This design comes from an exercise in tuning for small area and a short achievable clock period on the open sky130 flow, not from production work.
Function was checked by simulation only, so behaviour that the tests miss may differ from the original.
Power is estimated from default activity; no workload was simulated.

==> flow/design.v, too long to show whole: its modules and the start of the top module <==
// module alucontrol: 41 lines
// module mdarr: 2988 lines
// module rca: 18 lines
// module alu: 41 lines
// module ex_stage: 122 lines
module ex_stage (
	input wire clk,
	input wire reset,
	input wire we,
	output wire [4:0] reg_probe,
	output wire [31:0] data_probe,
	output wire write_probe,
	input wire alu_s,
	input wire alu_t,
	input wire alu_op,
	input wire dst_reg,
	input wire is_link,
	input wire is_jump,
	input wire dst_jump,
	input wire [31:0] pc_jump,
	input wire [31:0] pc_next,
	input wire [31:0] data_s,
	input wire [31:0] data_t,
	input wire [31:0] data_c0,
	input wire [5:0] opcode,
	input wire [5:0] funct,
	input wire [4:0] reg_s,
	input wire [4:0] reg_t,
	input wire [4:0] reg_d,
	input wire is_branch,
	input wire mem_read,
	input wire mem_write,
	input wire mem_type,
	input wire mem_to_reg,
	input wire reg_write,
	input wire [31:0] immediate,
	output reg is_branch_out,
	output reg [31:0] pc_branch,
	output reg is_jump_out,
	output reg [31:0] pc_jump_out,
	output reg alu_zero,
	output reg mem_read_out,
	output reg mem_write_out,
	output reg mem_type_out,
	output reg mem_to_reg_out,
	output reg [31:0] alu_out,
	output reg [31:0] data_t_out,
	output reg [4:0] reg_addr,
	output reg reg_write_out
);
  // ...
==> flow/flow/run.sh <==
#!/bin/bash
# Standard ORFS layout (the standard.sh, unchanged synthesis) with two changes:
#  - after synthesis, every combinational cell is swapped to the smallest-area cell of
#    its own family (same function and pins, e.g. nand2_4 -> nand2_1); the placer's
#    repair_design still sizes up what slew or load limits need;
#  - the port buffers that global placement inserts use buf_1 instead of a delay-cell buffer.
set -euo pipefail
W=$PWD
R=$W/orfs/results/$FLOW_PLATFORM/ex_stage/base
bash standard.sh synth > flow_synth.log 2>&1
cat > "$W/downsize_run.tcl" <<EOT
read_db $R/1_synth.odb
source $W/flow/downsize.tcl
downsize_all
write_db $R/1_synth.odb
EOT
openroad -no_init -exit "$W/downsize_run.tcl" > downsize.log 2>&1
bash standard.sh 'BUFFER_PORTS_ARGS=-buffer_cell sky130_fd_sc_hd__buf_1' finish > flow_make.log 2>&1
==> flow/flow/downsize.tcl <==
# Swap every combinational cell to the smallest-area cell of the same family (same function,
# same pins): sky130_fd_sc_hd__<base>_<N> -> the <base>_<M> with least area. Flip-flops stay.
proc downsize_all {} {
  set db [ord::get_db]
  set masters {}
  foreach lib [$db getLibs] {
    foreach m [$lib getMasters] { lappend masters $m }
  }
  array set best {}
  foreach m $masters {
    set n [$m getName]
    if {![regexp {^(sky130_fd_sc_hd__[a-z0-9]+)_([0-9]+)$} $n -> base sz]} { continue }
    set a [expr {[$m getWidth] * [$m getHeight]}]
    if {![info exists best($base)] || $a < [lindex $best($base) 1]} { set best($base) [list $m $a] }
  }
  set n 0
  foreach inst [[ord::get_db_block] getInsts] {
    set m [$inst getMaster]
    set name [$m getName]
    if {![regexp {^(sky130_fd_sc_hd__[a-z0-9]+)_([0-9]+)$} $name -> base sz]} { continue }
    if {[regexp {df|dl|edf|sdf|tap|fill|decap|conb|clkdly|dlygate|dlymetal} $base]} { continue }
    if {![info exists best($base)]} { continue }
    set bm [lindex $best($base) 0]
    if {[$bm getName] ne $name} {
      if {[$inst swapMaster $bm]} { incr n }
    }
  }
  puts "downsize_all: swapped $n instances"
}
==> flow/standard.sh <==
#!/bin/bash
# synth_recipe.tcl (not shown) runs the flow's synth.tcl, then flattens the netlist and writes it again
# the make line also repeats each setting of config.mk as NAME=value (left out here)
make -C /OpenROAD-flow-scripts/flow DESIGN_CONFIG=/design/flow/config.mk WORK_HOME=/design/flow/orfs CLKGATE_MAP_FILE= SYNTH_SCRIPT=/design/flow/synth_recipe.tcl "${@:-finish}"
==> flow/config.mk <==
export PLATFORM = sky130hd
export DESIGN_NAME = ex_stage
export DESIGN_NICKNAME = ex_stage
export VERILOG_FILES = /design/flow/design.v
export SDC_FILE = /design/flow/constraint.sdc
export NUM_CORES = 4
export LEC_CHECK = 0
export ABC_AREA = 1
export CAP_MARGIN = 20
export CORE_MARGIN = 2
export CORE_UTILIZATION = 70
export CTS_CLUSTER_DIAMETER = 50
export CTS_CLUSTER_SIZE = 10
export PLACE_DENSITY = 0.8
export SLEW_MARGIN = 20
==> flow/constraint.sdc <==
create_clock -name core_clock -period 600.0 [get_ports {clk}]
set_input_delay 120.0000 -clock core_clock [delete_from_list [all_inputs] [get_ports {clk}]]
set_output_delay 120.0000 -clock core_clock [all_outputs]
set_load 0.01 [all_outputs]
==> run summary, run 1 <==
* Status: timing/DRC/antenna clean
* CTS tree: done
* Clock buffer cells at 17
* Multi-input gate area at 30700 sq um
* Total CTS buffers at 17
* ANT cells at 11
* P_leak at 20.7 nW
* Arr. time, crit path at 222.63 ns
* Clk sink count at 141
* IO buf count at 408
* Hold Path Cell Cnt at 2
* Commonest non-fill, non-tap cells in the layout: nand2_1, inv_1, nand3_1
* DP HPWL at 114 mm
* Worst r2r src: alu_out[23]$_SDFFE_PP0P_
* Post-route cell area at 40200 sq um
* # Max-Cap Violations at 0
* Tmin final at 342.63 ns
* Pin count of the biggest net entering global routing at 104
* Top class by area: multi-input combinational cells
* GR Util All Layers at 51.8%
* Maximum clock frequency at 2.92 MHz
* Most common cell after layout, fill and taps aside: nand2_1
* Peak supply drop at 16.4 uV
* Total Nets Final at 7273
* Post-Layout Cell Count at 7127
* Cell-internal power at 255 uW
* Cell family with most CP delay: simple AND/OR/NAND/NOR gates
* Register area at 2820 sq um
* Clock transition at path regs at 0.08 ns
* Clock power frac at 1.8%
* GPL Wtd Cong at 1.11
* M2 GR Usage at 77.7%
* Global-route wire length before repair at 219 mm
* Non-clk bufs at 523
* Non-clock inverters at 727
* Initial antenna violation count at 9
* Post-layout total power at 654 uW
* DRT iter0 DRCs at 5236
* Seq/total area at 7.02%
* Die area at 54500 sq um
* Comb group at 632 uW
* TritonRoute pass-1 iters at 10
* DR WL met2 at 60.0 mm
==> run 2, diff against run 1 <==
--- a/flow/config.mk
+++ b/flow/config.mk
@@ -10,6 +10,6 @@
 export CORE_MARGIN = 2
-export CORE_UTILIZATION = 70
+export CORE_UTILIZATION = 60
 export CTS_CLUSTER_DIAMETER = 50
 export CTS_CLUSTER_SIZE = 10
-export PLACE_DENSITY = 0.8
+export PLACE_DENSITY = 0.7
 export SLEW_MARGIN = 20
==> run 2 against run 1 <==
Sequential power about the same; highest routed layer unchanged; largest cell class unchanged; final area up 0.43%; total power is 2.0% lower; clock-buffer cell count unchanged; non-clock buffer count up 8; clock power down 5%; still clean on timing, DRC and antenna; critical path depth did not move; core utilization fell by 10 points; via count shrank 4.5%; final cell count increased by 1.4%; largest power group unchanged; clock skew unchanged; first-iteration DRC count fell by 22%.
==> run summary, run 2 <==
* P_leak at 20.7 nW (+0.17%)
* DP HPWL at 114 mm (-0.35%)
* Post-route cell area at 40400 sq um (+0.43%)
* Critical Path RT at 480.00 ns
* Hold WS at 0.473 ns
* # fillers at 5806
* Tmin final at 341.88 ns (-0.752 ns)
* Status: timing/DRC/antenna clean
* Util after Layout at 66.6%
* Total Nets Final at 7281 (+0.11%)
* Via density at 5.88
* Syn Std Cell Area at 36900 sq um
* Initial antenna violation count at 10 (+1)
* GPL Wtd Cong at 1.08 (-2.4%)
* Die Span X at 252 um
* Area delta synth->final at 9.54%
* Sequential group power at 10.5 uW
* Slew margin rel. at 14.2%
* Die height at 252 um
* H-tree levels at 4
* Comb pwr share at 96.6%
* Comb group at 619 uW (-2%)
* CP bufs+invs at 71
* Skew final at 0 ns
* Seq pwr share at 1.6%
* RSZ-0062 raised after global routing: no
* PwrDens at 15.9 nW/um^2
* Reg2reg setup slack at 599.27 ns
* CP max stage delay at 0.76 ns
* Crit share post-route at 57.0%
* Most common cell after layout, fill and taps aside: nand2_1
* GR Util All Layers at 43.7% (-8.1 points)
* Top pwr grp: combinational cells
* Drt total wl at 141 mm
* Critical path type: in -> out
* TritonRoute pass-1 iters at 9 (-1)
* Root buf cell: clkbuf_16
* Worst setup path startpoint: alu_op
* Worst hold path type: reg -> reg
* Share of cells above drive strength 1 at 3.06%
* Clock power frac at 1.8% (about the same)
* Reg2reg path depth at 4
* CP Capture Type: primary output
* Pre-CTS setup slack at 260.50 ns
* Ports at 414
* WL per Instance at 19.5 um
* # Max-Cap Violations at 0 (unchanged)
* Final Hold Viols at 0
* Pin count of the biggest net entering global routing at 103 (-0.96%)
* Initial Util at 60.8%
* Clock transition at path regs at 0.08 ns (about the same)
* RR Endpoint: alu_out[9]$_SDFFE_PP0P_
* Gr ovfl total at 0
* Switching share of power at 60.4%
* Crit-path max FO at 39
* DP Area at 39700 sq um
* Worst skew pair latency at 0.48 ns
* CTS Buffer Depth at 2
* IO buf count at 408 (unchanged)
* Total CTS buffers at 17 (unchanged)
* DR DRC count at 0
* Vias in the first global route at 39.3k
* Global-route wire length before repair at 216 mm (-0.97%)
* Number of stages on the worst setup path at 624
* CP Launch Type: input port
* Core ar. at 60600 sq um
* Post-layout total power at 641 uW (-2.0%)
* Worst r2r src: alu_out[9]$_SDFFE_PP0P_
* Site Rows at 90
* Cells after Synth at 6080
* Cell family with most CP delay: simple AND/OR/NAND/NOR gates
* Sw Pwr at 387 uW
* DRT iter0 DRCs at 4076 (-22%)
* CTS tree: done
* Worst Hold Path EP: alu_zero$_SDFFE_PP0P_
* Hold_sp: alu_zero$_SDFFE_PP0P_
* Post-Layout Cell Count at 7224 (+1.4%)
* Critical-path top delay cell: o21ai_0
* Fin worst setup slack at 258.12 ns
* Hold Path Cell Cnt at 2 (unchanged)
* Yosys warnings at 1
* Syn Nets at 6938
* Setup_tns at 0 ns
* Die area at 63400 sq um (+16%)
* Final setup fails at 0
* # resized after CTS at 0
* Max Slew Vio Count at 0
* # placed instances at 7186
* Cell-internal power at 254 uW (-0.70%)
* Clk sink count at 141 (unchanged)
* DRT antenna net count at 0
* Crit path to: data_probe[16]
* Via total after detailed routing at 42.4k
* Commonest non-fill, non-tap cells in the layout: nand2_1, inv_1, nand3_1
* Arr. time, crit path at 221.88 ns (-0.75 ns)
* Mean Syn Cell Area at 6.06 sq um
* Maximum clock frequency at 2.93 MHz (+0.22%)
* Actual slew at the worst max-slew pin at 1.27 ns
* Hold buffers post-CTS at 0
* Post-CTS Setup Bufs at 0
* Most used cell, CP: nand2_1
* Peak supply drop at 13.7 uV (-17%)
* Power Clock at 11.2 uW
run 2: cell count changes in the layout (fill, tap and decap cells not counted), sizes merged:
| cell | before | now |
|---|---|---|
| diode | 11 | 6 |
| clkinv | 14 | 19 |
| buf | 519 | 527 |
| clkinvlp | 1 | 0 |
| bufinv | 2 | 0 |
| inv | 725 | 723 |
run 2: cell type report:
type | instances | area, sq um | area share, %
Multi-Input combinational cell | 5005 | 30800 | 76.2
Sequential cell | 141 | 2820 | 6.99
Inverter | 727 | 2730 | 6.76
Timing Repair Buffer | 531 | 2460 | 6.10
Tap cell | 782 | 978 | 2.42
Clock buffer | 17 | 425 | 1.05
Clock inverter | 15 | 181 | 0.449
Antenna cell | 6 | 15.0 | 0.0372
run 2: layer usage:
layer	up-vias	part of all wire [%]	wire [um]	track usage, %
met5	-	0.078	110	0
met1	19200	39	55400	53.4
li1	20700	-	-	-
met4	12	7.5	10500	26.8
met3	550	9.7	13700	9.87
met2	1978	43	61000	70.0
==> run 3, diff against run 2 <==
--- a/flow/config.mk
+++ b/flow/config.mk
@@ -11,4 +11,5 @@
 export CORE_UTILIZATION = 60
-export CTS_CLUSTER_DIAMETER = 50
-export CTS_CLUSTER_SIZE = 10
+export CTS_BUF_LIST = sky130_fd_sc_hd__clkbuf_8
+export CTS_CLUSTER_DIAMETER = 40
+export CTS_CLUSTER_SIZE = 8
 export PLACE_DENSITY = 0.7
==> run 3 against run 2 <==
Clock-buffer cell count unchanged; combinational power about the same; clock power fell by 25%; area after synthesis is the same; global-route usage shrank 0.11 points; register-to-register slack got worse by 0.03 ns; final cell count hardly changed; die area unchanged; sequential share of layout area about the same; clock skew unchanged; final area down 0.46%; core utilization down 0.31 points; critical path type unchanged; highest routed layer unchanged.
==> run summary, run 3 <==
* Die height at 252 um (unchanged)
* Seq pwr share at 1.6% (about the same)
* Reg2reg path depth at 4 (unchanged)
* DR top layer: met5
* Critical path type: in -> out
* Critical Path RT at 480.00 ns (about the same)
* Area delta synth->final at 9.03%
* Critical-path top delay cell: o31ai_1
* Global-route wire length before repair at 216 mm (-0.21%)
* H-tree levels at 4 (unchanged)
* Post-layout total power at 638 uW (-0.45%)
* Setup_tns at 0 ns (unchanged)
* Post-CTS Setup Bufs at 0 (unchanged)
* Cell family with most CP delay: simple AND/OR/NAND/NOR gates
* # Max-Cap Violations at 0 (unchanged)
* Core ar. at 60600 sq um (unchanged)
* Yosys warnings at 1 (unchanged)
* WL met3 at 13.5 mm (-1.7%)
* Hold Path Cell Cnt at 2 (unchanged)
* Crit path to: data_probe[21]
* Maximum clock frequency at 2.93 MHz (about the same)
* Crit share post-route at 57.0% (about the same)
* DR DRC count at 0 (unchanged)
* Worst setup path startpoint: alu_op
* Via total after detailed routing at 42.5k (+0.061%)
* Sw Pwr at 387 uW (-0.12%)
* Total CTS buffers at 17 (unchanged)
* Tmin final at 341.86 ns (-0.0260 ns)
* Skew final at 0 ns (unchanged)
* Site Rows at 90 (unchanged)
* Power Clock at 8.40 uW (-25%)
* # resized after CTS at 0 (unchanged)
* Most used cell, CP: nand2_1
* Hold buffers post-CTS at 0 (unchanged)
* CP max stage delay at 0.77 ns (about the same)
* Pin count of the biggest net entering global routing at 103 (unchanged)
* Via density at 5.88 (about the same)
* Vias in the first global route at 39.1k (-0.43%)
* Initial Util at 60.8% (unchanged)
* RR Endpoint: alu_out[9]$_SDFFE_PP0P_
* Top pwr grp: combinational cells
* Most common cell after layout, fill and taps aside: nand2_1
* Ports at 414 (unchanged)
* Status: timing/DRC/antenna clean
* Crit-path max FO at 39 (unchanged)
* M1 WL at 55.3 mm (-0.15%)
* IO buf count at 408 (unchanged)
* DRT antenna net count at 0 (unchanged)
* Comb group at 619 uW (about the same)
* Clock power frac at 1.3% (-0.5 points)
* Gr ovfl total at 0 (unchanged)
* PwrDens at 15.9 nW/um^2 (about the same)
* CP bufs+invs at 71 (unchanged)
* Max Slew Vio Count at 0 (unchanged)
* Drt total wl at 140 mm (-0.22%)
* Worst hold path type: reg -> reg
* GR Util All Layers at 43.6% (-0.11 points)
* P_leak at 20.6 nW (-0.42%)
* CP Launch Type: input port
* DRT iter0 DRCs at 4179 (+2.5%)
* TritonRoute pass-1 iters at 7 (-2)
* Final setup fails at 0 (unchanged)
* Share of cells above drive strength 1 at 3.06% (unchanged)
* Die Span X at 252 um (unchanged)
* Clk sink count at 141 (unchanged)
* Switching share of power at 60.6% (+0.20 points)
* Worst r2r src: alu_out[9]$_SDFFE_PP0P_
* Final Hold Viols at 0 (unchanged)
* Actual slew at the worst max-slew pin at 1.24 ns (-0.0373 ns)
* WL per Instance at 19.4 um (-0.24%)
* Peak supply drop at 13.8 uV (+0.42%)
* Comb pwr share at 97.0% (+0.4 points)
* Worst skew pair latency at 0.54 ns (+0.06 ns)
* Hold_sp: alu_zero$_SDFFE_PP0P_
* GPL Wtd Cong at 1.08 (unchanged)
* CP Capture Type: primary output
* Sequential group power at 10.5 uW (about the same)
* Commonest non-fill, non-tap cells in the layout: nand2_1, inv_1, nand3_1
* Worst Hold Path EP: alu_zero$_SDFFE_PP0P_
* Reg2reg setup slack at 599.24 ns (-0.03 ns)
* Cell-internal power at 251 uW (-0.95%)
* Initial antenna violation count at 13 (+3)
* Number of stages on the worst setup path at 624 (unchanged)
* Total Nets Final at 7281 (unchanged)
* Syn Nets at 6938 (unchanged)
* Mean Syn Cell Area at 6.06 sq um (unchanged)
* DR WL met2 at 61.4 mm (+0.75%)
* Root buf cell: clkbuf_8
* CTS tree: done
* DP HPWL at 114 mm (unchanged)
* Arr. time, crit path at 221.86 ns (-0.02 ns)
* Slew margin rel. at 16.7% (+2.5 points)
* Syn Std Cell Area at 36900 sq um (unchanged)
* CTS Buffer Depth at 2 (unchanged)
* RSZ-0062 raised after global routing: no
* Cells after Synth at 6080 (unchanged)
* Die area at 63400 sq um (unchanged)
* Clock transition at path regs at 0.11 ns (+0.03 ns)
==> run 3: layer usage <==
metal	vias to the layer above	GRT usage (%)
li1	20700	-
met1	19300	53.5
met2	2005	69.9
met3	504	9.18
met4	14	26.9
met5	-	0
==> run 3: stage by stage <==
stage                     setup WS, ns  util [%]  instances  hold WS [ns]  cell area (sq um)
after floorplan                 283.98         -       6080         0.490              36900
after global placement          262.00      65.6       7186         0.459              39700
after detailed placement        260.50      65.6       7186         0.466              39700
after CTS                       260.11      66.3       7218         0.482              40200
after global routing            248.89      66.3       7223         0.508              40200
final                           258.15      66.3       7226         0.487              40200
==> run 3: layout make-up <==
class | count | area [sq um]
Sequential cell | 141 | 2820
Fill cell | 5845 | 20400
Tap cell | 782 | 978
Multi-Input combinational cell | 5005 | 30800
Inverter | 727 | 2730
Timing Repair Buffer | 531 | 2460
Clock inverter | 15 | 181
Antenna cell | 8 | 20.0
Clock buffer | 17 | 234
==> run 4, diff against run 3 <==
--- a/flow/config.mk
+++ b/flow/config.mk
@@ -10,3 +10,3 @@
 export CORE_MARGIN = 2
-export CORE_UTILIZATION = 60
+export CORE_UTILIZATION = 70
 export CTS_BUF_LIST = sky130_fd_sc_hd__clkbuf_8
@@ -14,3 +14,3 @@
 export CTS_CLUSTER_SIZE = 8
-export PLACE_DENSITY = 0.7
+export PLACE_DENSITY = 0.8
 export SLEW_MARGIN = 20
==> run 4 against run 3 <==
Clock power up 8.0%; clock skew unchanged; die area down 14%; via count up 4.2%; final cell count down 1.5%; routed wire length up 2.2%; final area down 0.49%; hold slack worse by 0.0020 ns; critical endpoint is now data_probe[31]; highest routed layer unchanged.
==> run summary, run 4 <==
* RSZ-0062 raised after global routing: no
* GR Util All Layers at 51.6% (+8.1 points)
* P_leak at 20.6 nW (-0.19%)
* Number of stages on the worst setup path at 626 (+0.32%)
* Cell-internal power at 253 uW (+0.66%)
* Worst r2r src: alu_out[23]$_SDFFE_PP0P_
* # resized after CTS at 0 (unchanged)
* # fillers at 4167 (-29%)
* Post-CTS Setup Bufs at 0 (unchanged)
* Global-route wire length before repair at 218 mm (+0.88%)
* Max Slew Vio Count at 0 (unchanged)
* Tmin final at 342.52 ns (+0.660 ns)
* Post-Layout Cell Count at 7121 (-1.5%)
* Worst Hold Path EP: alu_zero$_SDFFE_PP0P_
* CP Launch Type: input port
* Setup_tns at 0 ns (unchanged)
* Reg2reg setup slack at 599.15 ns (-0.09 ns)
* Power Clock at 9.07 uW (+8.0%)
* IO buf count at 408 (unchanged)
* Status: timing/DRC/antenna clean
* Most used cell, CP: nand2_1
* Hold buffers post-CTS at 0 (unchanged)
* Total CTS buffers at 17 (unchanged)
* Maximum clock frequency at 2.92 MHz (-0.19%)
* Seq pwr share at 1.6% (about the same)
* Comb pwr share at 97.0% (about the same)
* Critical path type: in -> out
* Root buf cell: clkbuf_8
* Post-layout total power at 651 uW (+2.0%)
* Initial Util at 70.4% (+9.6 points)
* Initial antenna violation count at 11 (-2)
* Drt total wl at 144 mm (+2.2%)
* Cell family with most CP delay: simple AND/OR/NAND/NOR gates
* Cells after Synth at 6080 (unchanged)
* Top pwr grp: combinational cells
* GPL Wtd Cong at 1.11 (+2.4%)
* Sw Pwr at 398 uW (+2.9%)
* Die area at 54500 sq um (-14%)
* Yosys warnings at 1 (unchanged)
* Clock power frac at 1.4% (about the same)
* Total Nets Final at 7272 (-0.12%)
* Via density at 6.21 (+5.7%)
* Pin count of the biggest net entering global routing at 104 (+0.97%)
* Clk sink count at 141 (unchanged)
* CTS Buffer Depth at 2 (unchanged)
* Ports at 414 (unchanged)
* Syn Std Cell Area at 36900 sq um (unchanged)
* Die height at 233 um (-7.3%)
* DRT antenna net count at 0 (unchanged)
* Critical-path top delay cell: o21ai_0
* PwrDens at 16.3 nW/um^2 (+2.5%)
* Syn Nets at 6938 (unchanged)
* TritonRoute pass-1 iters at 9 (+2)
* # Max-Cap Violations at 0 (unchanged)
* Core ar. at 52300 sq um (-14%)
* Hold Path Cell Cnt at 2 (unchanged)
* Clock transition at path regs at 0.11 ns (about the same)
* Worst hold path type: reg -> reg
* Worst skew pair latency at 0.54 ns (about the same)
* Final setup fails at 0 (unchanged)
* Die Span X at 233 um (-7.3%)
* Vias in the first global route at 40.8k (+4.3%)
* Skew final at 0 ns (unchanged)
* DRT iter0 DRCs at 5335 (+28%)
* Sequential group power at 10.6 uW (about the same)
* Register area at 2820 sq um (unchanged)
* Slew margin rel. at 14.3% (-2.4 points)
* RR Endpoint: alu_out[23]$_SDFFE_PP0P_
* Fin worst setup slack at 257.49 ns (-0.660 ns)
* Hold_sp: alu_zero$_SDFFE_PP0P_
* Gr ovfl total at 0 (unchanged)
* Crit path to: data_probe[31]
* Share of cells above drive strength 1 at 2.91% (-0.15 points)
* H-tree levels at 4 (unchanged)
* Switching share of power at 61.2% (+0.52 points)
* Arr. time, crit path at 222.52 ns (+0.66 ns)
* Critical Path RT at 480.00 ns (about the same)
* Via total after detailed routing at 44.2k (+4.2%)
* Commonest non-fill, non-tap cells in the layout: nand2_1, inv_1, nand3_1
* Most common cell after layout, fill and taps aside: nand2_1
* WL per Instance at 20.2 um (+3.7%)
* Pre-CTS setup slack at 261.14 ns (+0.646 ns)
* Site Rows at 84 (-6.7%)
* Crit-path max FO at 37 (-5.1%)
* Worst setup path startpoint: alu_op
* Comb group at 631 uW (+2%)
* CP max stage delay at 0.82 ns (+0.05 ns)
* Mean Syn Cell Area at 6.06 sq um (unchanged)
* # placed instances at 7083 (-1.4%)
* CP Capture Type: primary output
* Peak supply drop at 16.3 uV (+18%)
* Final Hold Viols at 0 (unchanged)
* DR DRC count at 0 (unchanged)
* Reg2reg path depth at 4 (unchanged)
* CTS tree: done
* Actual slew at the worst max-slew pin at 1.27 ns (+0.0357 ns)
* Crit share post-route at 57.1% (+0.11 points)
* Multi-input gate area at 30700 sq um (about the same)
* CP bufs+invs at 67 (-5.6%)
* Area delta synth->final at 8.50%
* DP HPWL at 114 mm (+0.35%)
run 4: cell type report:
class,count,area share [%]
flip-flops and latches,141,7.06
repair buffers,522,5.99
well taps,688,2.15
clock buffers,17,0.585
multi-input cells,5005,76.9
inverters,727,6.82
diodes,6,0.0375
clock inverters,15,0.482
run 4: metrics by stage:
step | area (sq um) | utilization (%) | hold slack [ns]
finish | 40000 | 76.4 | 0.485
global route | 40000 | 76.4 | 0.516
CTS | 40000 | 76.3 | 0.491
detailed placement | 39500 | 75.5 | 0.468
global placement | 39500 | 75.5 | 0.456
floorplan | 36900 | - | 0.490
run 4: layer usage:
metal	vias up	global-route usage [%]	part of all wire [%]
li1	20700	-	-
met4	16	38.3	8.9
met5	-	4.23	0.28
met2	2769	77.1	42
met1	20000	60.0	35
met3	802	19.2	14

what the ideal ports hide:
The results above use ideal ports. As a check the final layouts listed here were re-extracted and re-timed, cells and wires unchanged. Step 1, drivers: a clkbuf_16 drives clk and a buf_2 each remaining input, both assumed. Step 2 adds t to the input delays and takes it off the output delays; t is the mean of the earliest and latest rising clock arrival at the registers after step 1. Input paths then give back, and output paths get back, about the clock's delay inside the block. a / b / c = ideal / step 1 / step 2; a / b = the first two.
run	t, ns	slack for setup (ns)	clock arrival spread, ns
run 1	0.543	257.367 / 257.341 / 257.341	0.012 / 0.012
run 2	0.540	258.119 / 258.080 / 258.080	0.025 / 0.025
run 3	0.585	258.145 / 258.107 / 258.107	0.030 / 0.030
run 4	0.601	257.485 / 257.456 / 257.456	0.021 / 0.021
After both steps every run listed still meets setup and hold. The setup slack of run 2, which loses most, moves by -0.039 ns with the drivers and by -0.039 ns with both steps.
